This design comes from an exercise in tuning for small area on the open sky130 flow, not from production work. Where RTL was checked, it was by simulation tests only, not by an equivalence proof against the original. No functional check of the RTL was part of runs 2 and 4. Power and IR drop assume default switching activity.

### design/flow/run.sh
#!/bin/bash
# synth_recipe.tcl (not shown) runs the flow's synth.tcl, then flattens the netlist and writes it again
# the make line also repeats each setting of config.mk as NAME=value (left out here)
make -C /OpenROAD-flow-scripts/flow DESIGN_CONFIG=/design/flow/config.mk WORK_HOME=/design/flow/orfs CLKGATE_MAP_FILE= SYNTH_SCRIPT=/design/flow/synth_recipe.tcl finish
### design/flow/config.mk
export PLATFORM = sky130hd
export DESIGN_NAME = ALU
export DESIGN_NICKNAME = ALU
export VERILOG_FILES = /design/flow/design.v
export SDC_FILE = /design/flow/constraint.sdc
export NUM_CORES = 4
export LEC_CHECK = 0
export CAP_MARGIN = 20
export CORE_MARGIN = 2
export CORE_UTILIZATION = 40
export SLEW_MARGIN = 20
### design/flow/constraint.sdc
create_clock -name core_clock -period 5.0 [get_ports {clk}]
set_input_delay 1.0000 -clock core_clock [delete_from_list [all_inputs] [get_ports {clk}]]
set_output_delay 1.0000 -clock core_clock [all_outputs]
set_load 0.01 [all_outputs]
### design/flow/design.v
module ALU (
input             clk               ,   
input             rst_n             ,   
input             dcd_req           ,   
input      [3:0]  dcd_opcode        ,   
input      [11:0] dcd_mem_addr      ,   
input      [2:0]  dcd_src_reg_1_addr,   
input      [2:0]  dcd_src_reg_2_addr,   
input      [2:0]  dcd_dst_reg_addr  ,   
input      [15:0] dcd_const         ,   
output reg        dcd_ack           ,   
input      [31:0] data_mem_rd_data  ,   
output reg        data_mem_cen      ,   
output reg        data_mem_rw       ,   
output reg [11:0] data_mem_addr     ,   
output reg [31:0] data_mem_rw_data  ,   
input      [15:0] reg_0_rd_data     ,   
input             reg_0_ack         ,   
output reg        reg_0_req         ,   
output            reg_0_rw          ,   
output reg [2:0]  reg_0_addr        ,   
input      [15:0] reg_1_rd_data     ,   
input             reg_1_ack         ,   
output reg        reg_1_req         ,   
output reg        reg_1_rw          ,   
output reg [2:0]  reg_1_addr        ,   
output reg [15:0] reg_1_wr_data     ,   
output reg        pc_jump_req       ,   
output reg [11:0] pc_jump_addr          
);
localparam LOAD = 4'b0000;
localparam LOAD_const = 4'b0001;
localparam STORE = 4'b0010;
localparam STORE_const = 4'b0011;
localparam ADD = 4'b0100;
localparam SUBSTRACT = 4'b0101;
localparam AND = 4'b0110;
localparam OR = 4'b0111;
localparam JUMP = 4'b1000;
localparam JUMP_IF_EQ = 4'b1001;
reg dcd_req_delay;  
reg cen_delay;  
wire alu_start;  
always@(posedge clk or negedge rst_n)
if(~rst_n) dcd_req_delay <= 0; else
           dcd_req_delay <= dcd_req;
assign alu_start = dcd_req & ~dcd_req_delay;
always@(posedge clk or negedge rst_n)
if(~rst_n) cen_delay <= 0; else
           cen_delay <= data_mem_cen;
always @(posedge clk or negedge rst_n)
if(~rst_n) data_mem_cen <= 0; else
if(data_mem_cen) data_mem_cen <= 0; else
if (((dcd_opcode == LOAD) & alu_start) | ((dcd_opcode == STORE_const) & alu_start) | ((dcd_opcode == STORE) & (reg_0_req & reg_0_ack))) data_mem_cen <= 1;
always @(posedge clk or negedge rst_n)
if(~rst_n) data_mem_rw <= 0; else
if(alu_start) data_mem_rw <= (dcd_opcode == LOAD);
always @(posedge clk or negedge rst_n)
if(~rst_n) data_mem_addr <= 0; else
if(alu_start) data_mem_addr <= (dcd_mem_addr);
always @(posedge clk or negedge rst_n)
if(~rst_n) data_mem_rw_data <= 0; else
if((alu_start) & (dcd_opcode == STORE_const))       data_mem_rw_data <= dcd_const; else
if((reg_0_req & reg_0_ack) & (dcd_opcode == STORE)) data_mem_rw_data <= reg_0_rd_data;
always @(posedge clk or negedge rst_n)
if(~rst_n) reg_0_req <= 0; else
if(reg_0_ack) reg_0_req <= 0; else
if((dcd_opcode != STORE_const) & (dcd_opcode != JUMP) & (dcd_opcode != LOAD) & (dcd_opcode != LOAD_const) & alu_start) reg_0_req <= 1;
assign reg_0_rw = 1;
always @(posedge clk or negedge rst_n)
if(~rst_n) reg_0_addr <= 0; else
if(alu_start) reg_0_addr <= (dcd_src_reg_1_addr);
always @(posedge clk or negedge rst_n)
if(~rst_n) reg_1_req <= 0; else
if(((dcd_opcode == ADD) | (dcd_opcode == SUBSTRACT) | (dcd_opcode == AND) | (dcd_opcode == OR)) & (reg_1_req & reg_1_ack & reg_1_rw)) reg_1_req <= 1; else
if(reg_1_ack) reg_1_req <= 0; else
if(((dcd_opcode == LOAD_const) | (dcd_opcode == ADD) | (dcd_opcode == SUBSTRACT) | (dcd_opcode == AND) | (dcd_opcode == OR)) & (alu_start | (reg_1_req & reg_1_ack))) reg_1_req <= 1; else
if((dcd_opcode == LOAD) & cen_delay) reg_1_req <= 1; 
always @(posedge clk or negedge rst_n)
if(~rst_n) reg_1_rw <= 0; else
if ( ((dcd_opcode == ADD) | (dcd_opcode == SUBSTRACT) | (dcd_opcode == AND) | (dcd_opcode == OR)) & alu_start) reg_1_rw <= 1; else
if (alu_start & (dcd_opcode == LOAD_const)) reg_1_rw <= 0; else
if(((dcd_opcode == ADD) | (dcd_opcode == SUBSTRACT) | (dcd_opcode == AND) | (dcd_opcode == OR)) & reg_1_req & reg_1_ack) reg_1_rw <= 0; else
if((cen_delay) & (dcd_opcode == LOAD)) reg_1_rw <= 0;  
always @(posedge clk or negedge rst_n)
if(~rst_n)                                         reg_1_wr_data <= 0; else
if(reg_1_req & reg_1_ack & reg_1_rw) begin
if(dcd_opcode == ADD)                              reg_1_wr_data <= reg_0_rd_data + reg_1_rd_data; else
if(dcd_opcode == SUBSTRACT)                        reg_1_wr_data <= reg_0_rd_data - reg_1_rd_data; else 
if(dcd_opcode == AND)                              reg_1_wr_data <= reg_0_rd_data & reg_1_rd_data; else 
if(dcd_opcode == OR)                               reg_1_wr_data <= reg_0_rd_data | reg_1_rd_data; 
end
else if(alu_start & (dcd_opcode == LOAD_const))                       reg_1_wr_data <= dcd_const; else 
if((cen_delay) & (dcd_opcode == LOAD))             reg_1_wr_data <= data_mem_rd_data; 
always @(posedge clk or negedge rst_n)
if(~rst_n) reg_1_addr <= 0; else
if(((dcd_opcode == ADD) | (dcd_opcode == SUBSTRACT) | (dcd_opcode == AND) | (dcd_opcode == OR)) & (reg_1_req & reg_1_ack & reg_1_rw)) reg_1_addr <= dcd_dst_reg_addr; else
if(alu_start & ((dcd_opcode == LOAD_const) | (dcd_opcode == LOAD))) reg_1_addr <= dcd_dst_reg_addr; else
if(alu_start) reg_1_addr <= (dcd_src_reg_2_addr);
always @(posedge clk or negedge rst_n)
if(~rst_n) pc_jump_req <= 0; else
if(pc_jump_req) pc_jump_req <= 0; else  
if((alu_start) & (dcd_opcode == JUMP))        pc_jump_req <= 1; else 
if((reg_0_req & reg_0_ack) & (dcd_opcode == JUMP_IF_EQ)) pc_jump_req <= (dcd_const == reg_0_rd_data) ? 1 : 0;
always @(posedge clk or negedge rst_n)
if(~rst_n)    pc_jump_addr <= 0; else
if(alu_start) pc_jump_addr <= (dcd_mem_addr);
always @(posedge clk or negedge rst_n)
if(~rst_n)                                                                                                                       dcd_ack <= 0; else
if(dcd_ack)                                                                                                                      dcd_ack <= 0; else
if(((dcd_opcode == LOAD) | (dcd_opcode == LOAD_const)) & (reg_1_rw == 0) & (reg_1_ack))                                          dcd_ack <= 1; else
if(((dcd_opcode == STORE) | (dcd_opcode == STORE_const)) & (data_mem_cen))                                                       dcd_ack <= 1; else
if(((dcd_opcode == ADD) | (dcd_opcode == SUBSTRACT) | (dcd_opcode == AND) | (dcd_opcode == OR)) & (reg_1_rw == 0) & (reg_1_ack)) dcd_ack <= 1; else
if((dcd_opcode == JUMP) & (alu_start))                                                                                           dcd_ack <= 1; else  
if((dcd_opcode == JUMP_IF_EQ) & (reg_0_req & reg_0_ack))                                                                         dcd_ack <= 1; 
endmodule  
==> results.json, run 1 <==
{
  "p_int_uw": 1338,
  "cp_max_fo": 7,
  "number_of_routed_nets_with_antenna_violations": 0,
  "netlist_top_cells_area": "sky130_fd_sc_hd__dfrtp_1, sky130_fd_sc_hd__ha_1, sky130_fd_sc_hd__nand2_1",
  "max-cap-violations": 0,
  "drive_above_1_share_pct": 5.341,
  "first_global_vias": 5672,
  "rsz0062_at_grt": "no",
  "share_of_the_synthesized_netlist_area_taken_by_xor_and_xnor_gates_pct": 3.515,
  "dpl_worst_slack_ns": 0.8198,
  "worst_skew_pair.late_latency_ns": 0.34,
  "post-route-cell-area_sq_um": 7624,
  "cts.clk_slew.worst_paths_ns": 0.06,
  "cts.path.max_buffers": 2,
  "cts-resized-gates": 0,
  "finalNetCount": 1034,
  "ys_ff_latch": 59,
  "ratio_of_final_minimum_period_to_clock_period_pct": 75.57,
  "fin_tns_setup_ns": 0,
  "place.gp.congestion": 0.9824,
  "max_slew_margin_pct": 33.69,
  "numPortBuffers": 162,
  "critical_path.slowest_cell": "sky130_fd_sc_hd__a2111oi_0",
  "die_h_um": 123.7,
  "place_area_sq_um": 7353,
  "remaining_drc_errors": 0,
  "yosysUniqueCellTypes": 72,
  "worst_ep_required_time_ns": 5.23,
  "worstPathArrival_ns": 4.01,
  "clock_tree.htree_level_count": 3,
  "synth-edff-count": 0,
  "min-delay-path-class": "register to register",
  "worst_ir_drop_on_vdd_mv": 0.1415,
  "post_synth_and_or_nand_nor_area_fraction_pct": 20.65,
  "firstDrtPassIters": 5,
  "gr-total-overflow": 0,
  "route.final.wire_length_mm": 20.86,
  "dp.final_hpwl_mm": 15.90,
  "finalCriticalPeriod_ns": 3.779,
  "cts_hold_buf": 0,
  "synthesis.area_per_instance_sq_um": 7.756,
  "cts_tree": "built",
  "run_status": "timing/DRC/antenna clean",
  "routed_via_density": 5.592,
  "cts-root-buf": "sky130_fd_sc_hd__clkbuf_16",
  "worst_slew_pin_slew_ns": 0.9946,
  "antenna_cells": 0,
  "groute.usage.overall_pct": 27.23,
  "die_area_sq_um": 15300,
  "top_level_ports": 196,
  "synth_largest_area_cell": "sky130_fd_sc_hd__dfrtp_1",
  "floorplan.die.width_um": 123.7,
  "maximum_number_of_pins_on_one_net_before_global_route_repair": 40,
  "power.combinational.fraction_pct": 40.2,
  "wire_length_of_the_first_global_routing_pass_mm": 31.33,
  "timing.critical_path.from_type": "input pin",
  "synthesis.area_sq_um": 5732,
  "areaGrowthSynthToFinish_pct": 33.01,
  "muxShareOfSynthArea_pct": 4.846,
  "power_uw": 2059,
  "syn-instance-count": 739,
  "synth_top_family_by_area": "compound AO/OA/AOI/OAI gates",
  "ys_async_sr_fraction_pct": 100.0,
  "synth_compound_gate_area_share_pct": 24.14,
  "leakage_uw": 0.003397,
  "crit_path_cell_trace": "clkdlybuf4s50_1, inv_1, ha_1, o21bai_1, o211ai_1, buf_4, a2111oi_0, mux2_2, a21oi_1, a21oi_1",
  "p_seq_share_pct": 31.3,
  "setup-violations-final": 0,
  "worst_path_class_setup": "input pin to register",
  "switching_share_pct": 35.02,
  "finalWorstSetupSlack_ns": 1.221,
  "floorplan.core_area_sq_um": 13930,
  "initialDrtViolationCount": 445,
  "yosys_warnings": 1,
  "timing.critical_path.slowest_cell_delay_ns": 0.73,
  "std_cell_rows": 43,
  "yosys.area_share.adder_pct": 10.96,
  "max_clock_skew_ns": 0.009197,
  "cts_num_sinks": 59,
  "initial_core_util_pct": 41.13,
  "synth-seq-area-share_pct": 25.76,
  "clock_share_of_power_pct": 28.4,
  "grt_antenna_before_repair": 0,
  "yosys.area.top_type_share_pct": 25.76,
  "wl_per_cell_um": 19.67,
  "dominantRegCellSynth": "sky130_fd_sc_hd__dfrtp_1",
  "cts_buffer_count": 9,
  "crit_path_end_kind": "register",
  "p_per_area_nw_per_um2": 270.1,
  "post-cts-setup-buffer-count": 0,
  "timing.fmax_mhz": 264.6,
  "power_switching_uw": 721.1,
  "vias_post_dr": 5928,
  "critical_path.most_common_cell": "sky130_fd_sc_hd__a21oi_1",
  "finalMaxSlewViolations": 0,
  "hold_violations": 0
}
cell families after synthesis:
family                     after synthesis
adders and majority gates               49
AOI/OAI and AO/OA                      210
other                                    2
muxes                                   27
DFF                                     59
xor gates and xnor gates                23
buffers and inverters                  116
and+or+nand+nor                        253
per-stage QoR:
stage,std cells,util (%),hold WS (ns)
3_5_place_dp,1044,52.77,0.4230
2_1_floorplan,754,-,0.4541
3_3_place_gp,1044,52.77,0.4173
5_1_grt,1060,54.71,0.4571
4_1_cts,1060,54.71,0.4305
6_report,1060,54.71,0.4307
per-layer routing:
metal  wire length (um)  GRT usage (%)  share of wire [%]  vias to the layer above
li1                   -              -                  -                     2836
met1               9001          35.45                 43                     2838
met2               9902          45.60                 47                      223
met3               1450          4.716                7.0                       31
met4                501          9.233                2.4                        0
met5                  0              0                  0                        -
area by class of cell:
type / count / area (sq um)
fill: 1348 / 6311
multi-input combinational: 579 / 3739
timing repair buffer: 177 / 1729
sequential: 59 / 1476
clock buffer: 10 / 229.0
tap: 180 / 225.2
inverter: 49 / 183.9
clock inverter: 6 / 41.29
cells in the mapped netlist (all sizes together) (3+ instances only):
| library cell | count |
|---|---|
| nand2 | 112 |
| a21oi | 64 |
| dfrtp | 59 |
| inv | 49 |
| nor2 | 48 |
| ha | 47 |
| o21ai | 47 |
| buf | 45 |
| mux2i | 24 |
| clkbuf | 22 |
| nand2b | 16 |
| nor3 | 15 |
| xor2 | 14 |
| nand3 | 13 |
| nor2b | 11 |
| a31oi | 9 |
| xnor2 | 9 |
| a211o | 8 |
| nor4 | 8 |
| o31ai | 8 |
| a21o | 7 |
| o21bai | 7 |
| o211ai | 6 |
| o22ai | 6 |
| or3 | 6 |
| nand4 | 5 |
| a211oi | 4 |
| a221oi | 4 |
| and3 | 4 |
| o21a | 4 |
| o221ai | 4 |
| o31a | 4 |
| a2111oi | 3 |
| a221o | 3 |
| a311oi | 3 |
| mux2 | 3 |
| o2111ai | 3 |
power groups by stage:
| stage | clock network, uW | logic, uW | registers [uW] |
|---|---|---|---|
| finish | 586 | 829 | 645 |
| global route | 615 | 899 | 658 |
| CTS | 594 | 829 | 646 |
| detailed placement | 0 | 823 | 654 |
| global placement | 0 | 815 | 649 |
| floorplan | 0 | 366 | 690 |
flip-flops by register name, summed over array words and instances (netlist names):
| signal | flops |
|---|---|
| cen_delay | 1 |
| data_mem_rw | 1 |
| reg_1_rw | 1 |
| reg_1_req | 1 |
| dcd_ack | 1 |
| data_mem_rw_data | 16 |
| reg_0_req | 1 |
| reg_0_addr | 3 |
| pc_jump_addr | 12 |
| reg_1_addr | 3 |
| reg_1_wr_data | 16 |
| dcd_req_delay | 1 |
| data_mem_cen | 1 |
| pc_jump_req | 1 |
worst paths after layout:
path                                       from                            end  slack [ns]  depth (start not counted)
setup / recovery               reg_0_rd_data[1]  reg_1_wr_data[11]$_DFFE_PN0P_        1.22                         10
hold / removal                dcd_ack$_DFF_PN0_              dcd_ack$_DFF_PN0_        0.43                          1
setup reg to reg           reg_1_rw$_DFFE_PN0P_  reg_1_wr_data[12]$_DFFE_PN0P_        2.35                          7
hold reg to reg               dcd_ack$_DFF_PN0_              dcd_ack$_DFF_PN0_        0.43                          1
max in group asynchronous                 rst_n   reg_1_wr_data[3]$_DFFE_PN0P_        3.28                          2
min in group asynchronous                 rst_n   pc_jump_addr[10]$_DFFE_PN0P_        0.82                          1
critical path: cells and delay by family:
| kind | cells | cell delay, ns |
|---|---|---|
| adder cells (fa/ha/maj) | 1 | 0.35 |
| multiplexers | 1 | 0.41 |
| buffers and inverters | 3 | 0.95 |
| AO/OA/AOI/OAI | 5 | 1.29 |
cells in the final DEF, fill, tap and decap left out, types with 16 or more instances in the layout:
master                            instances
sky130_fd_sc_hd__nor2_1                  48
sky130_fd_sc_hd__ha_1                    47
sky130_fd_sc_hd__mux2i_1                 24
sky130_fd_sc_hd__nand2_1                112
sky130_fd_sc_hd__nand2b_1                16
sky130_fd_sc_hd__clkdlybuf4s50_1        161
sky130_fd_sc_hd__a21oi_1                 62
sky130_fd_sc_hd__inv_1                   49
sky130_fd_sc_hd__o21ai_0                 45
sky130_fd_sc_hd__dfrtp_1                 59
sky130_fd_sc_hd__conb_1                  17
==> run 2: changes to the inputs <==
==> design/flow/design.v (replaced) <==
module ALU (
input             clk               ,   
input             rst_n             ,   
input             dcd_req           ,   
input      [3:0]  dcd_opcode        ,   
input      [11:0] dcd_mem_addr      ,   
input      [2:0]  dcd_src_reg_1_addr,   
input      [2:0]  dcd_src_reg_2_addr,   
input      [2:0]  dcd_dst_reg_addr  ,   
input      [15:0] dcd_const         ,   
output reg        dcd_ack           ,   
input      [31:0] data_mem_rd_data  ,   
output reg        data_mem_cen      ,   
output            data_mem_rw       ,   
output     [11:0] data_mem_addr     ,   
output     [31:0] data_mem_rw_data  ,   
input      [15:0] reg_0_rd_data     ,   
input             reg_0_ack         ,   
output reg        reg_0_req         ,   
output            reg_0_rw          ,   
output reg [2:0]  reg_0_addr        ,   
input      [15:0] reg_1_rd_data     ,   
input             reg_1_ack         ,   
output reg        reg_1_req         ,   
output reg        reg_1_rw          ,   
output     [2:0]  reg_1_addr        ,   
output reg [15:0] reg_1_wr_data     ,   
output reg        pc_jump_req       ,   
output     [11:0] pc_jump_addr          
);
wire [3:0] op = dcd_opcode;
wire op_alu = op[2];                               
reg  dcd_req_delay;                                
reg  cen_delay;                                    
wire alu_start = dcd_req & ~dcd_req_delay;         
assign data_mem_addr    = dcd_mem_addr;
assign pc_jump_addr     = dcd_mem_addr;
assign data_mem_rw      = ~op[1];
assign data_mem_rw_data = {16'h0000, op[0] ? dcd_const : reg_0_rd_data};
assign reg_0_rw         = 1'b1;
assign reg_1_addr       = reg_1_rw ? dcd_src_reg_2_addr : dcd_dst_reg_addr;
wire eq = (dcd_const == reg_0_rd_data);
wire        sub = op[0] & ~op[1];
wire [15:0] a   = reg_0_rd_data;
wire [15:0] b   = reg_1_rd_data ^ {16{sub}};
wire [15:0] s = a + b + {15'd0, sub};
wire [15:0] logic_res = op[0] ? (reg_0_rd_data | reg_1_rd_data) : (reg_0_rd_data & reg_1_rd_data);
wire [15:0] alu_res   = op[1] ? logic_res : s;
always @(posedge clk or negedge rst_n)
if (~rst_n) begin
  dcd_req_delay <= 1'b0;
  cen_delay     <= 1'b0;
  data_mem_cen  <= 1'b0;
  reg_0_req     <= 1'b0;
  reg_1_req     <= 1'b0;
  reg_1_rw      <= 1'b0;
  pc_jump_req   <= 1'b0;
  dcd_ack       <= 1'b0;
end else begin
  dcd_req_delay <= dcd_req;
  cen_delay     <= data_mem_cen;
  data_mem_cen  <= (alu_start & ~op[3] & ~op[2] & ~(op[1] ^ op[0]))
                 | (reg_0_ack & ~op[2] & op[1] & ~op[0]);
  reg_0_req     <= ~reg_0_ack & (reg_0_req | (alu_start & (op[2] | (op[1] & ~op[0]) | (op[3] & op[0]))));
  reg_1_req     <= reg_1_ack ? reg_1_rw
                 : (reg_1_req | (alu_start & (op[2] | (~op[3] & ~op[1] & op[0]))) | (cen_delay & ~op[1]));
  reg_1_rw      <= alu_start ? op_alu : (reg_1_rw & ~reg_1_ack);
  pc_jump_req   <= (alu_start & op[3] & ~op[0]) | (reg_0_ack & op[3] & op[0] & eq);
  dcd_ack       <= (~reg_1_rw & reg_1_ack) | (op[1] & data_mem_cen)
                 | (alu_start & op[3] & ~op[0]) | (reg_0_ack & op[3] & op[0]);
end
always @(posedge clk)
  reg_0_addr <= dcd_src_reg_1_addr;
always @(posedge clk)
  if (reg_1_rw)       reg_1_wr_data <= alu_res;
  else if (op_alu)    reg_1_wr_data <= reg_1_wr_data;
  else if (op[0])     reg_1_wr_data <= dcd_const;
  else                reg_1_wr_data <= data_mem_rd_data[15:0];
endmodule  
==> design/flow/flow/run.sh (new file) <==
#!/bin/bash
# Standard ORFS layout, with the smallest buffer (buf_1) used for the port buffers.
set -euo pipefail
export BUFFER_PORTS_ARGS="-buffer_cell sky130_fd_sc_hd__buf_1"
bash standard.sh > standard_flow.log 2>&1
==> design/flow/standard.sh (new file) <==
#!/bin/bash
# synth_recipe.tcl (not shown) runs the flow's synth.tcl, then flattens the netlist and writes it again
# the make line also repeats each setting of config.mk as NAME=value (left out here)
make -C /OpenROAD-flow-scripts/flow DESIGN_CONFIG=/design/flow/config.mk WORK_HOME=/design/flow/orfs CLKGATE_MAP_FILE= SYNTH_SCRIPT=/design/flow/synth_recipe.tcl "${@:-finish}"
removed: design/flow/run.sh
==> run 2 against run 1 <==
Clock-buffer cell count is 7 lower. Synthesized cell count is 48% lower. Die area decreased by 43%. Sequential cell count shrank 32. Clock skew fell by 0.0033 ns. Critical path type unchanged. Critical path depth is 2 higher. Still clean. Clock power fell by 77%. First-iteration DRC count is 78% lower. Wire length shrank 58%. Worst hold slack better by 0.012 ns.
==> results.json, run 2 <==
{
  "areaGrowthSynthToFinish_pct": 10.55,
  "rsz0062_at_grt": "no",
  "setup-violations-final": 0,
  "cp.buffers_inverters": 3,
  "cts.path.max_buffers": 2,
  "place_area_sq_um": 3491,
  "post-route-cell-area_sq_um": 3538,
  "clock_tree.htree_level_count": 1,
  "timing.rr.start": "reg_1_rw$_DFF_PN0_",
  "routed_via_density": 5.182,
  "netlist_top_cells_area": "sky130_fd_sc_hd__edfxtp_1, sky130_fd_sc_hd__buf_4, sky130_fd_sc_hd__ha_1",
  "cts_hold_buf": 0,
  "floorplan.core_area_sq_um": 7727,
  "synth_compound_gate_area_share_pct": 18.57,
  "groute.usage.overall_pct": 19.78,
  "registers.top_by_ff_count": "reg_1_wr_data",
  "yosys.area_share.adder_pct": 12.20,
  "synthesis.area_per_instance_sq_um": 8.335,
  "finalWorstSetupSlack_ns": 1.250,
  "timing.hold.ws_ns": 0.4428,
  "synth-edff-count": 16,
  "cts_tree": "built",
  "antenna_cells": 0,
  "ratio_of_final_minimum_period_to_clock_period_pct": 75.00,
  "ys_ff_latch": 27,
  "number_of_routed_nets_with_antenna_violations": 0,
  "worst_path_class_setup": "input pin to register",
  "critical_path.slowest_cell": "sky130_fd_sc_hd__ha_1",
  "max-cap-violations": 0,
  "hold_violations": 0,
  "synth-seq-area-share_pct": 23.14,
  "cts_num_sinks": 27,
  "worst_hold_startpoint": "data_mem_cen$_DFF_PN0_",
  "critical_path.most_common_cell": "sky130_fd_sc_hd__ha_1",
  "timing.critical_path.max_delay_family": "adder cells",
  "std_cell_rows": 32,
  "die_h_um": 93.45,
  "timing.hold.worst_endpoint": "cen_delay$_DFF_PN0_",
  "firstDrtPassIters": 4,
  "timing.critical_path.slowest_cell_delay_ns": 0.69,
  "initialDrtViolationCount": 96,
  "die_area_sq_um": 8733,
  "post_synth_and_or_nand_nor_area_fraction_pct": 13.21,
  "run_status": "timing/DRC/antenna clean",
  "cts-root-buf": "sky130_fd_sc_hd__clkbuf_8",
  "worst_r2r_endpoint": "reg_1_wr_data[7]$_DFFE_PP_",
  "muxShareOfSynthArea_pct": 6.489,
  "worst_slew_pin_slew_ns": 0.9090,
  "worst_ep_required_time_ns": 5.05,
  "wl_per_cell_um": 15.22,
  "synthesis.area_sq_um": 3201,
  "yosysUniqueCellTypes": 53,
  "crit_path_cell_trace": "buf_1, inv_1, ha_1, buf_4, xor2_1, ha_1, a21oi_1, o21ai_1, o31ai_4, a2bb2oi_1, mux2i_1, nor3_2",
  "filler_cell_count": 789,
  "numPortBuffers": 126,
  "dpl_worst_slack_ns": 0.9563,
  "synth.top_cells.by_count": "sky130_fd_sc_hd__buf_4, sky130_fd_sc_hd__nand2_1, sky130_fd_sc_hd__o21ai_0",
  "timing.fmax_mhz": 266.7,
  "place.gp.congestion": 0.8652,
  "p_per_area_nw_per_um2": 213.3,
  "post-cts-setup-buffer-count": 0,
  "grt_antenna_before_repair": 0,
  "remaining_drc_errors": 0,
  "wire_length_of_the_first_global_routing_pass_mm": 13.74,
  "top_level_ports": 196,
  "route.final.wire_length_mm": 8.769,
  "ys_async_sr_fraction_pct": 29.63,
  "drive_above_1_share_pct": 6.118,
  "synth_largest_area_cell": "sky130_fd_sc_hd__edfxtp_1",
  "floorplan.die.width_um": 93.45,
  "min-delay-path-class": "register to register",
  "rrSetupSlack_ns": 2.46,
  "yosys.area.top_type_share_pct": 15.01,
  "first_global_vias": 2793,
  "cp_max_fo": 14,
  "crit_path_end_kind": "register",
  "fin_tns_setup_ns": 0,
  "cts_buffer_count": 3,
  "layout_top_registers": "reg_1_wr_data (16), reg_0_addr (3)",
  "cts-resized-gates": 0,
  "max_clock_skew_ns": 0.005920,
  "dominantRegCellSynth": "sky130_fd_sc_hd__edfxtp_1",
  "synth_top_family_by_area": "compound AO/OA/AOI/OAI gates",
  "finalNetCount": 606,
  "final_util_pct": 45.79,
  "finalCriticalPeriod_ns": 3.750,
  "post-synth-top-count-cell": "sky130_fd_sc_hd__buf_4",
  "syn-instance-count": 384,
  "leakage_uw": 0.001393,
  "worstPathArrival_ns": 3.80,
  "hold-path-cell-count": 0,
  "finalMaxSlewViolations": 0,
  "maximum_number_of_pins_on_one_net_before_global_route_repair": 59,
  "gr-total-overflow": 0,
  "timing.critical_path.from_type": "input pin",
  "worst_skew_pair.late_latency_ns": 0.28,
  "yosys_warnings": 1,
  "dp.final_hpwl_mm": 7.044,
  "worst_ir_drop_on_vdd_mv": 0.07838,
  "initial_core_util_pct": 41.42,
  "share_of_the_synthesized_netlist_area_taken_by_xor_and_xnor_gates_pct": 11.49,
  "vias_post_dr": 2985,
  "cts.clk_slew.worst_paths_ns": 0.11,
  "layout.cells.most_common": "sky130_fd_sc_hd__buf_1",
  "final_cell_mix": "sky130_fd_sc_hd__buf_1, sky130_fd_sc_hd__nand2_1, sky130_fd_sc_hd__o21ai_0",
  "largest_reg_flops": 16,
  "rr_worst_depth": 5,
  "max_slew_margin_pct": 39.40
}
==> run 2: report_power, final <==
| part | internal (uW) | switching [uW] | leakage [uW] |
|---|---|---|---|
| sequential | 263 | 9.36 | 0.000287 |
| clock | 57.2 | 79.2 | 0.0000260 |
| combinational | 139 | 207 | 0.00108 |
==> run 2: through the flow <==
stage	total power (uW)	std cells
global route	809.1	576
detailed placement	623.8	572
global placement	617.7	572
finish	754.8	576
CTS	762.0	576
floorplan	544.1	399
==> run 2: cell families after synthesis <==
kind of cell | Yosys count
multiplexers | 19
adder cells (fa/ha/maj) | 33
other | 2
flip-flops | 27
AND/OR/NAND/NOR | 88
buffers and inverters | 78
XOR/XNOR | 42
AO/OA/AOI/OAI | 95
==> run 2: worst max path at each step <==
stage             startpoint                     endpoint  slack (ns)  depth (start not counted)
3_3_place_gp   dcd_opcode[1]  reg_1_wr_data[13]$_DFFE_PP_        0.96                         12
2_1_floorplan  dcd_opcode[1]  reg_1_wr_data[13]$_DFFE_PP_        1.28                         14
3_5_place_dp   dcd_opcode[1]  reg_1_wr_data[13]$_DFFE_PP_        0.96                         12
6_report       dcd_opcode[1]  reg_1_wr_data[13]$_DFFE_PP_        1.25                         12
4_1_cts        dcd_opcode[1]  reg_1_wr_data[13]$_DFFE_PP_        1.25                         12
5_1_grt        dcd_opcode[1]  reg_1_wr_data[13]$_DFFE_PP_        0.99                         12
==> run 2: area by class of cell <==
| class | count | area, sq um | area share (%) |
|---|---|---|---|
| sequential | 27 | 740.7 | 20.93 |
| clock inverter | 1 | 6.256 | 0.1768 |
| tap | 102 | 127.6 | 3.607 |
| multi-input combinational | 294 | 2047 | 57.85 |
| inverter | 19 | 71.32 | 2.016 |
| clock buffer | 3 | 41.29 | 1.167 |
| timing repair buffer | 130 | 504.2 | 14.25 |
==> run 2: worst reg2reg max path: cells and delay by family (launching register included) <==
| family | cells | cell delay (ns) |
|---|---|---|
| multiplexers | 1 | 0.22 |
| buffers and inverters | 1 | 0.35 |
| flip-flops | 1 | 0.76 |
| AO/OA/AOI/OAI | 1 | 0.07 |
| AND/OR/NAND/NOR | 2 | 0.88 |
==> run 2: routing by layer <==
layer,global-route usage [%],share of wire [%]
met5,0,0
met4,5.760,1.8
met3,2.015,8.8
met2,32.79,46
met1,27.18,43
==> run 3: changes to the inputs <==
--- a/design/flow/design.v
+++ b/design/flow/design.v
@@ -43,7 +43,14 @@
 wire        sub = op[0] & ~op[1];
 wire [15:0] a   = reg_0_rd_data;
 wire [15:0] b   = reg_1_rd_data ^ {16{sub}};
-wire [15:0] s = a + b + {15'd0, sub};
+wire [16:0] c;
+wire [15:0] s;
+assign c[0] = sub;
+genvar i;
+generate for (i = 0; i < 16; i = i + 1) begin : g_add
+  assign s[i]   = a[i] ^ b[i] ^ c[i];
+  assign c[i+1] = (a[i] & b[i]) | (a[i] & c[i]) | (b[i] & c[i]);
+end endgenerate
 wire [15:0] logic_res = op[0] ? (reg_0_rd_data | reg_1_rd_data) : (reg_0_rd_data & reg_1_rd_data);
 wire [15:0] alu_res   = op[1] ? logic_res : s;
 always @(posedge clk or negedge rst_n)
==> design/flow/run.sh (new file) <==
#!/bin/bash
# synth_recipe.tcl (not shown) runs the flow's synth.tcl, then flattens the netlist and writes it again
# the make line also repeats each setting of config.mk as NAME=value (left out here)
make -C /OpenROAD-flow-scripts/flow DESIGN_CONFIG=/design/flow/config.mk WORK_HOME=/design/flow/orfs CLKGATE_MAP_FILE= SYNTH_SCRIPT=/design/flow/synth_recipe.tcl finish
removed: design/flow/flow/run.sh
removed: design/flow/standard.sh
==> run 3 against run 2 <==
Now fails the layout checks on negative setup slack. Highest routed layer unchanged. Design area grew 15%. Wire length shrank 5.6%. Non-clock buffer count is 19 higher. Critical path depth up 11. Largest power group unchanged. Sequential share of layout area decreased by 2.8 points. Largest cell class unchanged. First-iteration DRC count down 1.0%. Die area decreased by 14%.
==> results.json, run 3 <==
{
  "run_status": "complete, but fails checks",
  "so.violations": "negative setup slack",
  "worst_ep_required_time_ns": 5.14,
  "layout.cells.most_common": "sky130_fd_sc_hd__clkdlybuf4s50_1",
  "max_clock_skew_ns": 0.007940,
  "cp_max_fo": 3,
  "filler_cell_count": 608,
  "finalWorstSetupSlack_ns": -1.980,
  "groute.usage.overall_pct": 21.84,
  "cts_num_sinks": 27,
  "worstPathArrival_ns": 7.12,
  "critical_path.most_common_cell": "sky130_fd_sc_hd__fa_2",
  "yosys_warnings": 1,
  "place.gp.congestion": 0.7734,
  "synthesis.area_sq_um": 2743,
  "synth-seq-area-share_pct": 27.01,
  "routed_via_density": 4.958,
  "rsz0062_at_grt": "yes",
  "top_level_ports": 196,
  "ys_async_sr_fraction_pct": 29.63,
  "final_cell_mix": "sky130_fd_sc_hd__clkdlybuf4s50_1, sky130_fd_sc_hd__o21ai_0, sky130_fd_sc_hd__xnor2_1",
  "place.detailed.instances": 494,
  "synth.top_cells.by_count": "sky130_fd_sc_hd__buf_4, sky130_fd_sc_hd__o21ai_0, sky130_fd_sc_hd__xnor2_1",
  "p_per_area_nw_per_um2": 190.0,
  "worst_slew_pin_slew_ns": 1.032,
  "grt_antenna_before_repair": 0,
  "areaGrowthSynthToFinish_pct": 48.72,
  "floorplan.core_area_sq_um": 6719,
  "remaining_drc_errors": 0,
  "finalCriticalPeriod_ns": 6.980,
  "floorplan.die.width_um": 86.81,
  "gr-total-overflow": 0,
  "wl_per_cell_um": 16.56,
  "wire_length_of_the_first_global_routing_pass_mm": 12.79,
  "cts.clk_slew.worst_paths_ns": 0.12,
  "initial_core_util_pct": 40.82,
  "yosys.area.top_type_share_pct": 17.52,
  "maximum_number_of_pins_on_one_net_before_global_route_repair": 40,
  "synthesis.area_per_instance_sq_um": 8.847,
  "timing.critical_path.from_type": "input pin",
  "die_h_um": 86.81,
  "post-synth-top-count-cell": "sky130_fd_sc_hd__buf_4",
  "p_seq_share_pct": 34.9,
  "layout_top_registers": "reg_1_wr_data (16), reg_0_addr (3)",
  "worst_skew_pair.late_latency_ns": 0.29,
  "critical_path.slowest_cell": "sky130_fd_sc_hd__fa_2",
  "timing.fmax_mhz": 143.3,
  "route.final.wire_length_mm": 8.280,
  "numPortBuffers": 126,
  "cts_buffer_count": 3,
  "first_global_vias": 2422,
  "vias_post_dr": 2479,
  "power_switching_uw": 255.9,
  "yosysUniqueCellTypes": 41,
  "ratio_of_final_minimum_period_to_clock_period_pct": 139.6,
  "synth_largest_area_cell": "sky130_fd_sc_hd__edfxtp_1",
  "clock_share_of_power_pct": 18.3,
  "initialDrtViolationCount": 95,
  "setup-violations-final": 6,
  "registers.top_by_ff_count": "reg_1_wr_data",
  "cts.path.max_buffers": 2,
  "max-cap-violations": 0,
  "clock_tree.htree_level_count": 1,
  "power_uw": 774.9,
  "synth-edff-count": 16,
  "worst_path_class_setup": "input pin to register",
  "max_slew_margin_pct": 31.21,
  "antenna_cells": 0,
  "cts_hold_buf": 0,
  "dp.final_hpwl_mm": 6.393,
  "min-delay-path-class": "register to register",
  "fin_tns_setup_ns": -7.194,
  "final-instance-count-excl-fill": 500,
  "finalMaxSlewViolations": 0,
  "syn-instance-count": 310,
  "cts-root-buf": "sky130_fd_sc_hd__clkbuf_8",
  "hold_violations": 0,
  "die_area_sq_um": 7535,
  "worst_ir_drop_on_vdd_mv": 0.1107,
  "timing.critical_path.slowest_cell_delay_ns": 0.38,
  "leakage_uw": 0.001578,
  "drive_above_1_share_pct": 13.10,
  "ys_ff_latch": 27,
  "dominantRegCellSynth": "sky130_fd_sc_hd__edfxtp_1",
  "crit_path_cell_trace": "buf_8, inv_8, buf_6, ha_4, mux2_4, fa_2, fa_2, inv_2, fa_2, fa_2, fa_2, fa_2, fa_2, fa_2, fa_2, fa_2, fa_2, fa_2, fa_2, fa_2, xnor2_1, or3_1, a41oi_2",
  "finalNetCount": 550,
  "switching_share_pct": 33.02,
  "power.combinational.fraction_pct": 46.8,
  "crit_path_end_kind": "register",
  "number_of_routed_nets_with_antenna_violations": 0,
  "p_int_uw": 519.0,
  "firstDrtPassIters": 4,
  "largest_reg_flops": 16,
  "cts_tree": "built",
  "std_cell_rows": 30,
  "netlist_top_cells_area": "sky130_fd_sc_hd__edfxtp_1, sky130_fd_sc_hd__buf_4, sky130_fd_sc_hd__fa_1"
}
==> run 3: cell families (layout without fill, tap and decap cells) <==
group           after synthesis  count (layout)  share of synthesized area, %
flops                        27              27                         27.01
fa+ha+maj                    23              23                         13.96
simple gates                 53              53                         8.987
buf+inv                      75             170                         16.65
mux                           8               8                         3.148
compound gates               90              90                         19.75
xor+xnor                     32              32                         10.22
other cells                   2              17                        0.2738
==> run 3: per-layer routing <==
layer	part of all wire [%]	GRT usage (%)	vias up	wire [um]
met1	44	30.33	1157	3659
met4	1.3	4.403	0	107
met3	4.9	2.000	17	406
met5	0	0	-	0
li1	-	-	1224	-
met2	50	37.13	81	4107
==> run 3: area by class of cell <==
class / count / area, sq um / area share (%)
Clock inverter: 1 / 6.256 / 0.1534
Sequential cell: 27 / 740.7 / 18.16
Tap cell: 80 / 100.1 / 2.454
Multi-Input combinational cell: 223 / 1680 / 41.20
Clock buffer: 3 / 41.29 / 1.012
Inverter: 17 / 71.32 / 1.748
Timing Repair Buffer: 149 / 1439 / 35.28
==> run 3: repair_timing <==
action | CTS | global route
setup endpoints to repair | 8 | 7
pin swaps | 3 | 3
buffers inserted | 1 | 1
gates resized for setup | 18 | 1
==> run 3: worst max-delay path: cells and delay by family <==
family | cells | cell delay (ns)
buffers and inverters | 4 | 0.30
and+or+nand+nor | 1 | 0.37
xor gates and xnor gates | 1 | 0.14
muxes | 1 | 0.15
AOI/OAI and AO/OA | 1 | 0.18
adders and majority gates | 15 | 4.97
==> run 3: power groups by stage <==
stage	sequential (uW)	combinational [uW]	clock, uW
floorplan	285	191	0
global placement	275	355	0
detailed placement	276	361	0
CTS	271	366	147
global route	272	402	155
finish	270	363	142
==> run 3: path summary, 6_finish.rpt <==
path / slack [ns] / from / cells past startpoint / endpoint
max: -1.98 / dcd_opcode[1] / 23 / reg_1_wr_data[15]$_DFFE_PP_
min: 0.43 / data_mem_cen$_DFF_PN0_ / 0 / cen_delay$_DFF_PN0_
max reg2reg: 3.05 / reg_1_rw$_DFF_PN0_ / 2 / reg_1_wr_data[4]$_DFFE_PP_
min reg2reg: 0.43 / data_mem_cen$_DFF_PN0_ / 0 / cen_delay$_DFF_PN0_
max in group asynchronous: 3.74 / rst_n / 1 / dcd_req_delay$_DFF_PN0_
min in group asynchronous: 0.98 / rst_n / 1 / reg_0_req$_DFF_PN0_
==> run 3: metrics by stage <==
stage / setup WS [ns] / cell area [sq um] / hold WS (ns) / util (%)
6_report: -1.980 / 4079 / 0.4346 / 60.71
5_1_grt: -2.212 / 4079 / 0.4638 / 60.71
4_1_cts: -1.991 / 4069 / 0.4357 / 60.56
3_5_place_dp: -2.789 / 3986 / 0.4089 / 59.33
3_3_place_gp: -2.692 / 3986 / 0.4024 / 59.33
2_1_floorplan: -2.300 / 2888 / 0.4354 / -
==> run 4: changes to the inputs <==
--- a/design/flow/design.v
+++ b/design/flow/design.v
@@ -43,13 +43,33 @@
 wire        sub = op[0] & ~op[1];
 wire [15:0] a   = reg_0_rd_data;
 wire [15:0] b   = reg_1_rd_data ^ {16{sub}};
-wire [16:0] c;
+wire [16:0] c;           
+wire [15:0] s0;          
 wire [15:0] s;
-assign c[0] = sub;
 genvar i;
 generate for (i = 0; i < 16; i = i + 1) begin : g_add
-  assign s[i]   = a[i] ^ b[i] ^ c[i];
-  assign c[i+1] = (a[i] & b[i]) | (a[i] & c[i]) | (b[i] & c[i]);
+  wire ci = (i == 0) ? sub : (i == 6 || i == 11) ? 1'b0 : c[i];
+  assign s0[i]  = a[i] ^ b[i] ^ ci;
+  assign c[i+1] = (a[i] & b[i]) | (a[i] & ci) | (b[i] & ci);
+end endgenerate
+assign s[5:0] = s0[5:0];
+wire c6 = c[6];
+wire [4:0] t1;
+assign t1[0] = 1'b1;
+generate for (i = 1; i < 5; i = i + 1) begin : g_t1
+  assign t1[i] = t1[i-1] & s0[6+i-1];
+end endgenerate
+generate for (i = 0; i < 5; i = i + 1) begin : g_s1
+  assign s[6+i] = s0[6+i] ^ (c6 & t1[i]);
+end endgenerate
+wire c11 = c[11] | (c6 & t1[4] & s0[10]);
+wire [4:0] t2;
+assign t2[0] = 1'b1;
+generate for (i = 1; i < 5; i = i + 1) begin : g_t2
+  assign t2[i] = t2[i-1] & s0[11+i-1];
+end endgenerate
+generate for (i = 0; i < 5; i = i + 1) begin : g_s2
+  assign s[11+i] = s0[11+i] ^ (c11 & t2[i]);
 end endgenerate
 wire [15:0] logic_res = op[0] ? (reg_0_rd_data | reg_1_rd_data) : (reg_0_rd_data & reg_1_rd_data);
 wire [15:0] alu_res   = op[1] ? logic_res : s;
==> design/flow/flow/run.sh (new file) <==
#!/bin/bash
# Standard ORFS layout, with the smallest buffer (buf_1) used for the port buffers.
set -euo pipefail
export BUFFER_PORTS_ARGS="-buffer_cell sky130_fd_sc_hd__buf_1"
bash standard.sh > standard_flow.log 2>&1
==> design/flow/standard.sh (new file) <==
#!/bin/bash
# synth_recipe.tcl (not shown) runs the flow's synth.tcl, then flattens the netlist and writes it again
# the make line also repeats each setting of config.mk as NAME=value (left out here)
make -C /OpenROAD-flow-scripts/flow DESIGN_CONFIG=/design/flow/config.mk WORK_HOME=/design/flow/orfs CLKGATE_MAP_FILE= SYNTH_SCRIPT=/design/flow/synth_recipe.tcl "${@:-finish}"
removed: design/flow/run.sh
==> run 4 against run 3 <==
Now clean on timing, DRC and antenna. Clock power about the same. Combinational power decreased by 17%. Register-to-register slack improved by 0.08 ns. Design area decreased by 19%. Critical path depth decreased by 4. Via count decreased by 0.77%. Power decreased by 7.6%. Die area increased by 5.6%. First-iteration DRC count decreased by 16%. Sequential share of layout area increased by 4.2 points. Clock skew increased by 0.00061 ns. Largest cell class unchanged. Largest power group unchanged.
==> results.json, run 4 <==
{
  "run_status": "timing/DRC/antenna clean",
  "worst_r2r_endpoint": "reg_1_wr_data[10]$_DFFE_PP_",
  "hold-path-cell-count": 0,
  "synth_largest_area_cell": "sky130_fd_sc_hd__edfxtp_1",
  "finalCriticalPeriod_ns": 4.733,
  "power_uw": 716.1,
  "maximum_number_of_pins_on_one_net_before_global_route_repair": 51,
  "cp_max_fo": 5,
  "floorplan.die.width_um": 89.21,
  "timing.critical_path.from_type": "input pin",
  "max-cap-violations": 0,
  "floorplan.core_area_sq_um": 7137,
  "numPortBuffers": 126,
  "yosysUniqueCellTypes": 43,
  "worst_slew_pin_slew_ns": 0.9625,
  "leakage_uw": 0.001307,
  "worst_ep_required_time_ns": 5.03,
  "layout.cells.most_common": "sky130_fd_sc_hd__buf_1",
  "cts_buffer_count": 3,
  "syn-instance-count": 311,
  "die_area_sq_um": 7958,
  "cts.path.max_buffers": 2,
  "cts-root-buf": "sky130_fd_sc_hd__clkbuf_8",
  "vias_post_dr": 2460,
  "cts_num_sinks": 27,
  "cts.clk_slew.worst_paths_ns": 0.12,
  "layout_top_registers": "reg_1_wr_data (16), reg_0_addr (3)",
  "remaining_drc_errors": 0,
  "clock_tree.htree_level_count": 1,
  "place.gp.congestion": 0.8562,
  "setup-violations-final": 0,
  "initial_core_util_pct": 40.69,
  "drive_above_1_share_pct": 8.068,
  "finalMaxSlewViolations": 0,
  "final_util_pct": 46.35,
  "wl_per_cell_um": 14.70,
  "gr-total-overflow": 0,
  "fin_tns_setup_ns": 0,
  "post-route-cell-area_sq_um": 3308,
  "initialDrtViolationCount": 80,
  "ys_async_sr_fraction_pct": 29.63,
  "worst_skew_pair.late_latency_ns": 0.29,
  "synthesis.area_sq_um": 2904,
  "crit_path_end": "reg_1_wr_data[12]$_DFFE_PP_",
  "dp.final_hpwl_mm": 5.809,
  "cts_tree": "built",
  "worstPathArrival_ns": 4.77,
  "synth-edff-count": 16,
  "top_level_ports": 196,
  "max_clock_skew_ns": 0.008546,
  "max_slew_margin_pct": 35.83,
  "yosys.area.top_type_share_pct": 16.54,
  "worst_ir_drop_on_vdd_mv": 0.09529,
  "filler_cell_count": 755,
  "route.final.wire_length_mm": 7.466,
  "timing.fmax_mhz": 211.3,
  "std_cell_rows": 31,
  "rsz0062_at_grt": "no",
  "dominantRegCellSynth": "sky130_fd_sc_hd__edfxtp_1",
  "final_cell_mix": "sky130_fd_sc_hd__buf_1, sky130_fd_sc_hd__xnor2_1, sky130_fd_sc_hd__o21ai_0",
  "firstDrtPassIters": 4,
  "hold_violations": 0,
  "synth-seq-area-share_pct": 25.51,
  "routed_via_density": 4.843,
  "areaGrowthSynthToFinish_pct": 13.92,
  "antenna_cells": 0,
  "registers.top_by_ff_count": "reg_1_wr_data",
  "worst_path_class_setup": "input pin to register",
  "min-delay-path-class": "register to register",
  "netlist_top_cells_area": "sky130_fd_sc_hd__edfxtp_1, sky130_fd_sc_hd__buf_4, sky130_fd_sc_hd__fa_1",
  "timing.rr.start": "reg_1_rw$_DFF_PN0_",
  "finalNetCount": 542,
  "wire_length_of_the_first_global_routing_pass_mm": 10.74,
  "synthesis.area_per_instance_sq_um": 9.338,
  "ys_ff_latch": 27,
  "startpoint": "dcd_opcode[1]",
  "rrSetupSlack_ns": 3.13,
  "die_h_um": 89.21,
  "groute.usage.overall_pct": 17.79,
  "number_of_routed_nets_with_antenna_violations": 0,
  "ratio_of_final_minimum_period_to_clock_period_pct": 94.67,
  "p_per_area_nw_per_um2": 216.5,
  "first_global_vias": 2202,
  "crit_path_end_kind": "register",
  "rr_worst_depth": 1,
  "largest_reg_flops": 16,
  "post-synth-top-count-cell": "sky130_fd_sc_hd__buf_4",
  "place_area_sq_um": 3254,
  "synth.top_cells.by_count": "sky130_fd_sc_hd__buf_4, sky130_fd_sc_hd__xnor2_1, sky130_fd_sc_hd__o21ai_0",
  "grt_antenna_before_repair": 0,
  "yosys_warnings": 1
}
-- run 4: cell types whose count changed after synthesis, moves of 5 or more --
cell                       delta
sky130_fd_sc_hd__nand2_1     -16
sky130_fd_sc_hd__xor2_1      +10
sky130_fd_sc_hd__xnor2_1      -6
sky130_fd_sc_hd__o21ai_0     -21
sky130_fd_sc_hd__a21boi_0     -7
sky130_fd_sc_hd__mux2i_1      +8
sky130_fd_sc_hd__ha_1         +5
sky130_fd_sc_hd__a21oi_1      +7
-- run 4: stage by stage --
| step | worst slack [ns] | hold slack [ns] | std cells |
|---|---|---|---|
| 6_report | 0.2666 | 0.4466 | 508 |
| 5_1_grt | 0.03294 | 0.4578 | 508 |
| 4_1_cts | 0.1218 | 0.4443 | 508 |
| 3_5_place_dp | -0.1818 | 0.4165 | 504 |
| 3_3_place_gp | -0.07128 | 0.4110 | 504 |
| 2_1_floorplan | 0.01038 | 0.4354 | 326 |
-- run 4: how the worst min path moves through the flow --
stage                                       from                  end
final                     data_mem_cen$_DFF_PN0_  cen_delay$_DFF_PN0_
after global routing      data_mem_cen$_DFF_PN0_  cen_delay$_DFF_PN0_
after CTS                 data_mem_cen$_DFF_PN0_  cen_delay$_DFF_PN0_
after detailed placement  data_mem_cen$_DFF_PN0_  cen_delay$_DFF_PN0_
after global placement    data_mem_cen$_DFF_PN0_  cen_delay$_DFF_PN0_
after floorplan           data_mem_cen$_DFF_PN0_  cen_delay$_DFF_PN0_
-- run 4: power breakdown --
group	switching, uW	leakage (uW)	internal, uW	total, uW
logic	171	0.000993	131	302
registers	8.82	0.000288	263	272
clock network	83.7	0.0000261	58.8	142
-- run 4: metal layers --
layer,track usage (%),part of all wire (%)
met1,23.41,43
met2,30.17,48
met3,1.754,6.6
met4,6.784,2.1
met5,0,0
-- run 4: logic make-up (layout without fill, tap and decap cells) --
| kind of cell | Yosys count | after routing | share of synthesized area (%) |
|---|---|---|---|
| muxes | 20 | 20 | 7.282 |
| adders and majority gates | 30 | 30 | 15.34 |
| and+or+nand+nor | 48 | 48 | 8.660 |
| buffers and inverters | 73 | 156 | 15.34 |
| xor gates and xnor gates | 38 | 38 | 11.98 |
| DFF | 27 | 27 | 25.51 |
| other | 2 | 17 | 0.2586 |
| AOI/OAI and AO/OA | 73 | 73 | 15.64 |
-- run 4: area by class of cell --
class / instances / area (sq um) / area share, %
Multi-Input combinational cell: 226 / 1777 / 53.71
Sequential cell: 27 / 740.7 / 22.39
Timing Repair Buffer: 137 / 558.0 / 16.87
Tap cell: 99 / 123.9 / 3.744
Inverter: 15 / 58.81 / 1.778
Clock buffer: 3 / 41.29 / 1.248
Clock inverter: 1 / 8.758 / 0.2648
-- run 4: worst max-delay path, stage by stage --
cell                       delay, ns
sky130_fd_sc_hd__clkbuf_2       0.12
sky130_fd_sc_hd__inv_4          0.04
sky130_fd_sc_hd__ha_1           0.19
sky130_fd_sc_hd__mux2_2         0.28
sky130_fd_sc_hd__fa_1           0.43
sky130_fd_sc_hd__fa_1           0.42
sky130_fd_sc_hd__inv_2          0.09
sky130_fd_sc_hd__fa_2           0.22
sky130_fd_sc_hd__fa_1           0.18
sky130_fd_sc_hd__inv_1          0.06
sky130_fd_sc_hd__fa_1           0.40
sky130_fd_sc_hd__and3_1         0.19
sky130_fd_sc_hd__and3_1         0.20
sky130_fd_sc_hd__ha_1           0.17
sky130_fd_sc_hd__nand2b_1       0.20
sky130_fd_sc_hd__ha_1           0.22
sky130_fd_sc_hd__xnor2_1        0.12
sky130_fd_sc_hd__o211ai_1       0.15
sky130_fd_sc_hd__o21ai_0        0.10
-- run 4: timing repair --
action | 4_1_cts | 5_1_grt
gates resized for setup | 0 | 3
setup endpoints to repair | 0 | 3
buffers inserted | 0 | 0
hold buffers | 0 | 0
==> run 5: changes to the inputs <==
--- a/design/flow/design.v
+++ b/design/flow/design.v
@@ -36,7 +36,7 @@
 assign data_mem_addr    = dcd_mem_addr;
 assign pc_jump_addr     = dcd_mem_addr;
 assign data_mem_rw      = ~op[1];
-assign data_mem_rw_data = {16'h0000, op[0] ? dcd_const : reg_0_rd_data};
+assign data_mem_rw_data = {16'h0000, reg_1_wr_data};    
 assign reg_0_rw         = 1'b1;
 assign reg_1_addr       = reg_1_rw ? dcd_src_reg_2_addr : dcd_dst_reg_addr;
 wire eq = (dcd_const == reg_0_rd_data);
@@ -71,7 +71,7 @@
 generate for (i = 0; i < 5; i = i + 1) begin : g_s2
   assign s[11+i] = s0[11+i] ^ (c11 & t2[i]);
 end endgenerate
-wire [15:0] logic_res = op[0] ? (reg_0_rd_data | reg_1_rd_data) : (reg_0_rd_data & reg_1_rd_data);
+wire [15:0] logic_res = (a & reg_1_rd_data) | ({16{op[0]}} & (a | reg_1_rd_data));    
 wire [15:0] alu_res   = op[1] ? logic_res : s;
 always @(posedge clk or negedge rst_n)
 if (~rst_n) begin
@@ -98,9 +98,15 @@
 end
 always @(posedge clk)
   reg_0_addr <= dcd_src_reg_1_addr;
+wire sel_alu  = reg_1_rw;
+wire sel_hold = op[2] & ~reg_1_rw;
+wire sel_c    = ~op[2] & op[0];
+wire sel_m    = ~op[2] & ~op[1] & ~op[0];
+wire sel_r    = ~op[2] & op[1] & ~op[0];
 always @(posedge clk)
-  if (reg_1_rw)       reg_1_wr_data <= alu_res;
-  else if (op_alu)    reg_1_wr_data <= reg_1_wr_data;
-  else if (op[0])     reg_1_wr_data <= dcd_const;
-  else                reg_1_wr_data <= data_mem_rd_data[15:0];
+  reg_1_wr_data <= ({16{sel_alu}}  & alu_res)
+                 | ({16{sel_hold}} & reg_1_wr_data)
+                 | ({16{sel_c}}    & dcd_const)
+                 | ({16{sel_m}}    & data_mem_rd_data[15:0])
+                 | ({16{sel_r}}    & reg_0_rd_data);
 endmodule  
==> design/flow/flow/run.sh (replaced) <==
#!/bin/bash
# Standard ORFS layout, with the smallest buffer (buf_1) used for the port buffers.
set -euo pipefail
export BUFFER_PORTS_ARGS="-buffer_cell sky130_fd_sc_hd__buf_1"
export REMOVE_ABC_BUFFERS=1
export GPL_TIMING_DRIVEN=0
bash standard.sh > standard_flow.log 2>&1
==> run 5 against run 4 <==
First-iteration DRC count rose to 2.8 times the previous value. Sequential power about the same. Clock power down 4%. Core utilization down 0.77 points. Register-to-register slack worse by 0.28 ns. Final cell count down 2.0%. Sequential cell count unchanged. Clock-buffer cell count unchanged. Synthesized cell count up 4.8%. Combinational power up 5%. Design area down 6.4%. Largest cell class unchanged.
==> results.json, run 5 <==
{
  "number_of_routed_nets_with_antenna_violations": 0,
  "worst_ep_required_time_ns": 5.17,
  "synth-edff-count": 0,
  "netlist_top_cells_area": "sky130_fd_sc_hd__buf_4, sky130_fd_sc_hd__dfxtp_1, sky130_fd_sc_hd__fa_1",
  "worst_r2r_endpoint": "reg_1_wr_data[2]$_DFF_P_",
  "groute.usage.overall_pct": 20.07,
  "hold_violations": 0,
  "synthesis.area_sq_um": 2819,
  "run_status": "timing/DRC/antenna clean",
  "die_area_sq_um": 7735,
  "fin_tns_setup_ns": 0,
  "leakage_uw": 0.001199,
  "first_global_vias": 2210,
  "syn-instance-count": 326,
  "areaGrowthSynthToFinish_pct": 9.854,
  "area_occupied_by_multi_input_gates_sq_um": 1723,
  "gr-total-overflow": 0,
  "max_clock_skew_ns": 0.004069,
  "route.final.wire_length_mm": 8.083,
  "top_level_ports": 196,
  "max_slew_margin_pct": 35.30,
  "max-cap-violations": 0,
  "routed_via_density": 5.114,
  "largest_reg_flops": 16,
  "cts.clk_slew.worst_paths_ns": 0.11,
  "layout_top_registers": "reg_1_wr_data (16), reg_0_addr (3)",
  "p_per_area_nw_per_um2": 233.0,
  "cts_buffer_count": 3,
  "timing.fmax_mhz": 212.6,
  "worstPathArrival_ns": 4.87,
  "timing.critical_path.from_type": "input pin",
  "filler_cell_count": 720,
  "ys_ff_latch": 27,
  "floorplan.die.width_um": 87.95,
  "seqCellArea_sq_um": 580.6,
  "rrSetupSlack_ns": 2.85,
  "final_cell_mix": "sky130_fd_sc_hd__buf_1, sky130_fd_sc_hd__xnor2_1, sky130_fd_sc_hd__nand2_1",
  "dominantRegCellSynth": "sky130_fd_sc_hd__dfxtp_1",
  "cts_num_sinks": 27,
  "finalMaxSlewViolations": 0,
  "startpoint": "dcd_opcode[1]",
  "rsz0062_at_grt": "no",
  "finalWorstSetupSlack_ns": 0.2969,
  "worst_skew_pair.late_latency_ns": 0.28,
  "place.gp.congestion": 0.7298,
  "firstDrtPassIters": 5,
  "drive_above_1_share_pct": 5.970,
  "finalCriticalPeriod_ns": 4.703,
  "initialDrtViolationCount": 221,
  "synth-seq-area-share_pct": 20.59,
  "yosys_warnings": 1,
  "std_cell_rows": 30,
  "post-synth-top-count-cell": "sky130_fd_sc_hd__buf_4",
  "antenna_cells": 0,
  "worst_path_class_setup": "input pin to register",
  "wl_per_cell_um": 16.23,
  "floorplan.core_area_sq_um": 6794,
  "registers.top_by_ff_count": "reg_1_wr_data",
  "die_h_um": 87.95,
  "synthesis.area_per_instance_sq_um": 8.647,
  "vias_post_dr": 2547,
  "synth_largest_area_cell": "sky130_fd_sc_hd__buf_4",
  "timing.rr.start": "reg_1_rw$_DFF_PN0_",
  "layout.cells.most_common": "sky130_fd_sc_hd__buf_1",
  "final_util_pct": 45.58,
  "numPortBuffers": 126,
  "worst_slew_pin_slew_ns": 0.9704,
  "yosys.area.top_type_share_pct": 15.45,
  "cts.path.max_buffers": 2,
  "cts-root-buf": "sky130_fd_sc_hd__clkbuf_8",
  "remaining_drc_errors": 0,
  "synth.top_cells.by_count": "sky130_fd_sc_hd__buf_4, sky130_fd_sc_hd__xnor2_1, sky130_fd_sc_hd__nand2_1",
  "yosysUniqueCellTypes": 45,
  "worst_ir_drop_on_vdd_mv": 0.1124,
  "timing.hold.ws_ns": 0.4175,
  "rr_worst_depth": 5,
  "wire_length_of_the_first_global_routing_pass_mm": 11.67,
  "finalNetCount": 535,
  "cp_max_fo": 36,
  "setup-violations-final": 0,
  "grt_antenna_before_repair": 0,
  "ratio_of_final_minimum_period_to_clock_period_pct": 94.06,
  "min-delay-path-class": "register to register",
  "ys_async_sr_fraction_pct": 29.63,
  "dpl_worst_slack_ns": -0.9159,
  "initial_core_util_pct": 41.49,
  "crit_path_end_kind": "register",
  "dp.final_hpwl_mm": 6.061,
  "clock_tree.htree_level_count": 1,
  "maximum_number_of_pins_on_one_net_before_global_route_repair": 37,
  "crit_path_end": "reg_1_wr_data[11]$_DFF_P_",
  "cts_tree": "built"
}
[run 5: area by class of cell]
class                      instances  share of cell area, %
sequential                        27                  18.75
clock buffer                       3                  1.333
timing repair buffer             132                  17.49
clock inverter                     1                 0.2424
multi-input combinational        218                  55.64
inverter                          21                  2.667
tap                               96                  3.879
[run 5: worst min-delay path by stage]
stage / start / endpoint / slack (ns) / depth (start not counted)
floorplan: data_mem_cen$_DFF_PN0_ / cen_delay$_DFF_PN0_ / 0.44 / 0
global placement: data_mem_cen$_DFF_PN0_ / cen_delay$_DFF_PN0_ / 0.39 / 0
detailed placement: data_mem_cen$_DFF_PN0_ / cen_delay$_DFF_PN0_ / 0.39 / 0
CTS: data_mem_cen$_DFF_PN0_ / cen_delay$_DFF_PN0_ / 0.42 / 0
global route: data_mem_cen$_DFF_PN0_ / cen_delay$_DFF_PN0_ / 0.42 / 0
finish: data_mem_cen$_DFF_PN0_ / cen_delay$_DFF_PN0_ / 0.42 / 0
[run 5: what timing repair did]
| action | in CTS | in global routing |
|---|---|---|
| endpoints found under the hold margin | 0 | 0 |
| hold buffers | 0 | 0 |
| gates resized for setup | 4 | 6 |
| cloned | 0 | 0 |
| setup endpoints to repair | 6 | 5 |
| buffers inserted | 0 | 5 |
[run 5: cell families after synthesis]
family / synth area share (%)
AO/OA/AOI/OAI: 17.22
XOR/XNOR: 11.81
adder cells (fa/ha/maj): 14.74
buffers and inverters: 21.22
flip-flops: 20.59
multiplexers: 1.953
other: 0.2664
AND/OR/NAND/NOR: 12.21
[run 5: metal layers]
layer | vias to the layer above | track usage, % | share of wire, %
met5 | - | 5.195 | 0.68
met4 | 2 | 3.357 | 0.63
met3 | 6 | 8.294 | 12
met2 | 136 | 30.92 | 45
met1 | 1179 | 26.41 | 42
li1 | 1224 | - | -
[run 5: critical path, stage by stage]
cell,delay (ns)
sky130_fd_sc_hd__buf_12,0.17
sky130_fd_sc_hd__clkinvlp_4,0.20
sky130_fd_sc_hd__ha_4,0.22
sky130_fd_sc_hd__buf_4,0.18
sky130_fd_sc_hd__xor2_1,0.17
sky130_fd_sc_hd__ha_1,0.21
sky130_fd_sc_hd__fa_1,0.43
sky130_fd_sc_hd__fa_1,0.43
sky130_fd_sc_hd__fa_1,0.41
sky130_fd_sc_hd__inv_1,0.09
sky130_fd_sc_hd__fa_1,0.41
sky130_fd_sc_hd__inv_1,0.07
sky130_fd_sc_hd__ha_1,0.13
sky130_fd_sc_hd__nand2b_1,0.20
sky130_fd_sc_hd__ha_1,0.26
sky130_fd_sc_hd__o211ai_1,0.19
sky130_fd_sc_hd__nand3_1,0.10
[run 5: stage by stage]
step / area (sq um) / total power [uW] / instances
after floorplan: 2356 / 460.0 / 266
after global placement: 2949 / 577.7 / 488
after detailed placement: 2974 / 584.8 / 489
after CTS: 3040 / 729.6 / 493
after global routing: 3097 / 781.6 / 498
final: 3097 / 721.5 / 498
[run 5: power breakdown]
part	internal, uW	switching (uW)
Clock	56.7	79.1
Sequential	245	24.1
Combinational	136	181
Total	438	284
==> run 6: changes to the inputs <==
==> design/flow/flow/run.sh (replaced) <==
#!/bin/bash
# Standard ORFS layout, with the smallest buffer (buf_1) used for the port buffers.
set -euo pipefail
export BUFFER_PORTS_ARGS="-buffer_cell sky130_fd_sc_hd__buf_1"
bash standard.sh > standard_flow.log 2>&1
==> design/flow/config.mk (replaced) <==
export PLATFORM = sky130hd
export DESIGN_NAME = ALU
export DESIGN_NICKNAME = ALU
export VERILOG_FILES = /design/flow/design.v
export SDC_FILE = /design/flow/constraint.sdc
export NUM_CORES = 4
export LEC_CHECK = 0
export CAP_MARGIN = 0
export CORE_MARGIN = 2
export CORE_UTILIZATION = 40
export SLEW_MARGIN = 0
==> run 6 against run 5 <==
Largest cell class unchanged. Highest routed layer is now met4. Synthesized area unchanged. Clock skew increased by 0.0018 ns. Critical endpoint is now reg_1_wr_data[13]$_DFF_P_. Die area unchanged. Still clean on timing, DRC and antenna. Sequential cell count unchanged. Register-to-register slack got worse by 0.04 ns. Non-clock buffer count increased by 4. Power increased by 0.29%. Critical path type unchanged.
==> results.json, run 6 <==
{
  "worst_hold_startpoint": "data_mem_cen$_DFF_PN0_",
  "place.gp.congestion": 0.8775,
  "max-cap-violations": 0,
  "wl_met3_um": 607,
  "crit_path_end_kind": "register",
  "remaining_drc_errors": 0,
  "dpl_worst_slack_ns": 0.03663,
  "worst_ir_drop_on_vdd_mv": 0.1279,
  "run_status": "timing/DRC/antenna clean",
  "finalCriticalPeriod_ns": 4.588,
  "finalNetCount": 539,
  "cts.path.max_buffers": 2,
  "final_cell_mix": "sky130_fd_sc_hd__buf_1, sky130_fd_sc_hd__xnor2_1, sky130_fd_sc_hd__nand2_1",
  "initialDrtViolationCount": 133,
  "route.final.wire_length_mm": 7.735,
  "cts-root-buf": "sky130_fd_sc_hd__clkbuf_8",
  "firstDrtPassIters": 8,
  "cp.buffers_inverters": 4,
  "p_per_area_nw_per_um2": 235.3,
  "antenna_cells": 0,
  "critical_path.slowest_cell": "sky130_fd_sc_hd__fa_1",
  "worstPathArrival_ns": 4.75,
  "post-synth-top-count-cell": "sky130_fd_sc_hd__buf_4",
  "largest_reg_flops": 16,
  "die_h_um": 87.95,
  "worst_skew_pair.late_latency_ns": 0.28,
  "dominantRegCellSynth": "sky130_fd_sc_hd__dfxtp_1",
  "worst_ep_required_time_ns": 5.16,
  "cts.clk_slew.worst_paths_ns": 0.11,
  "layout_top_registers": "reg_1_wr_data (16), reg_0_addr (3)",
  "floorplan.core_area_sq_um": 6794,
  "max_slew_margin_pct": 38.69,
  "number_of_routed_nets_with_antenna_violations": 0,
  "min-delay-path-class": "register to register",
  "synth-edff-count": 0,
  "drive_above_1_share_pct": 5.419,
  "synth-seq-area-share_pct": 20.59,
  "std_cell_rows": 30,
  "ys_ff_latch": 27,
  "areaGrowthSynthToFinish_pct": 9.099,
  "finalWorstSetupSlack_ns": 0.4116,
  "yosys.area.top_type_share_pct": 15.45,
  "maximum_number_of_pins_on_one_net_before_global_route_repair": 36,
  "hold-path-cell-count": 0,
  "worst_slew_pin_slew_ns": 0.9197,
  "yosysUniqueCellTypes": 45,
  "syn-instance-count": 326,
  "numPortBuffers": 126,
  "synth.top_cells.by_count": "sky130_fd_sc_hd__buf_4, sky130_fd_sc_hd__xnor2_1, sky130_fd_sc_hd__nand2_1"
}
[run 6: kinds of logic (layout without fill, tap and decap cells)]
kind of cell / after synthesis / in the layout / synth area share (%)
AND/OR/NAND/NOR: 66 / 66 / 12.21
XOR/XNOR: 38 / 38 / 11.81
buffers and inverters: 96 / 161 / 21.22
adder cells (fa/ha/maj): 27 / 27 / 14.74
flip-flops: 27 / 27 / 20.59
other: 2 / 17 / 0.2664
multiplexers: 5 / 5 / 1.953
AO/OA/AOI/OAI: 65 / 65 / 17.22
[run 6: report_power, final]
part	internal [uW]	switching (uW)
Combinational	135	182
Clock	56.7	80.7
Sequential	245	24.0
Total	437	287
[run 6: worst max path at each step]
stage	start	endpoint	slack [ns]	cells after the start
final	dcd_opcode[1]	reg_1_wr_data[13]$_DFF_P_	0.41	18
after CTS	dcd_opcode[1]	reg_1_wr_data[13]$_DFF_P_	0.33	18
after detailed placement	dcd_opcode[1]	reg_1_wr_data[13]$_DFF_P_	0.04	18
after global routing	dcd_opcode[1]	reg_1_wr_data[13]$_DFF_P_	0.04	18
after global placement	dcd_opcode[1]	reg_1_wr_data[13]$_DFF_P_	0.09	18
after floorplan	dcd_opcode[1]	reg_1_wr_data[13]$_DFF_P_	0.07	20
[run 6: worst reg2reg max path: stages (launching register included)]
cell and delay, ns:
sky130_fd_sc_hd__dfrtp_1 0.96, sky130_fd_sc_hd__nor2b_1 0.37, sky130_fd_sc_hd__buf_4 0.30, sky130_fd_sc_hd__a222oi_1 0.33
sky130_fd_sc_hd__nand3_1 0.11
[run 6: final cells by class]
cell class / instances / area share (%)
timing repair buffer: 136 / 17.82
clock buffer: 3 / 1.343
clock inverter: 1 / 0.2441
sequential: 27 / 18.88
inverter: 21 / 2.563
multi-input combinational: 218 / 55.25
tap: 96 / 3.906
[run 6: metal layers]
| metal | GRT usage, % | up-vias |
|---|---|---|
| met2 | 32.85 | 105 |
| met1 | 27.48 | 1218 |
| met5 | 0 | - |
| met4 | 3.357 | 0 |
| li1 | - | 1230 |
| met3 | 3.676 | 4 |
[run 6: timing repair]
action,4_1_cts,5_1_grt
setup endpoints to repair,0,1
resized for setup,0,1
buffers inserted,0,0
[run 6: per-stage QoR]
step | power [uW] | cell area (sq um) | cells
floorplan | 532.3 | 2878 | 341
global placement | 588.1 | 3024 | 498
detailed placement | 592.7 | 3024 | 498
CTS | 738.3 | 3073 | 502
global route | 781.1 | 3075 | 502
finish | 723.6 | 3075 | 502

Check on run 6: ideal ports give 0.412 ns setup slack; a clkbuf_16 on the clock port and buf_2 on the inputs give 0.415 ns; moving port delays by the midpoint clock arrival (0.303 ns) as well gives 0.112 ns.
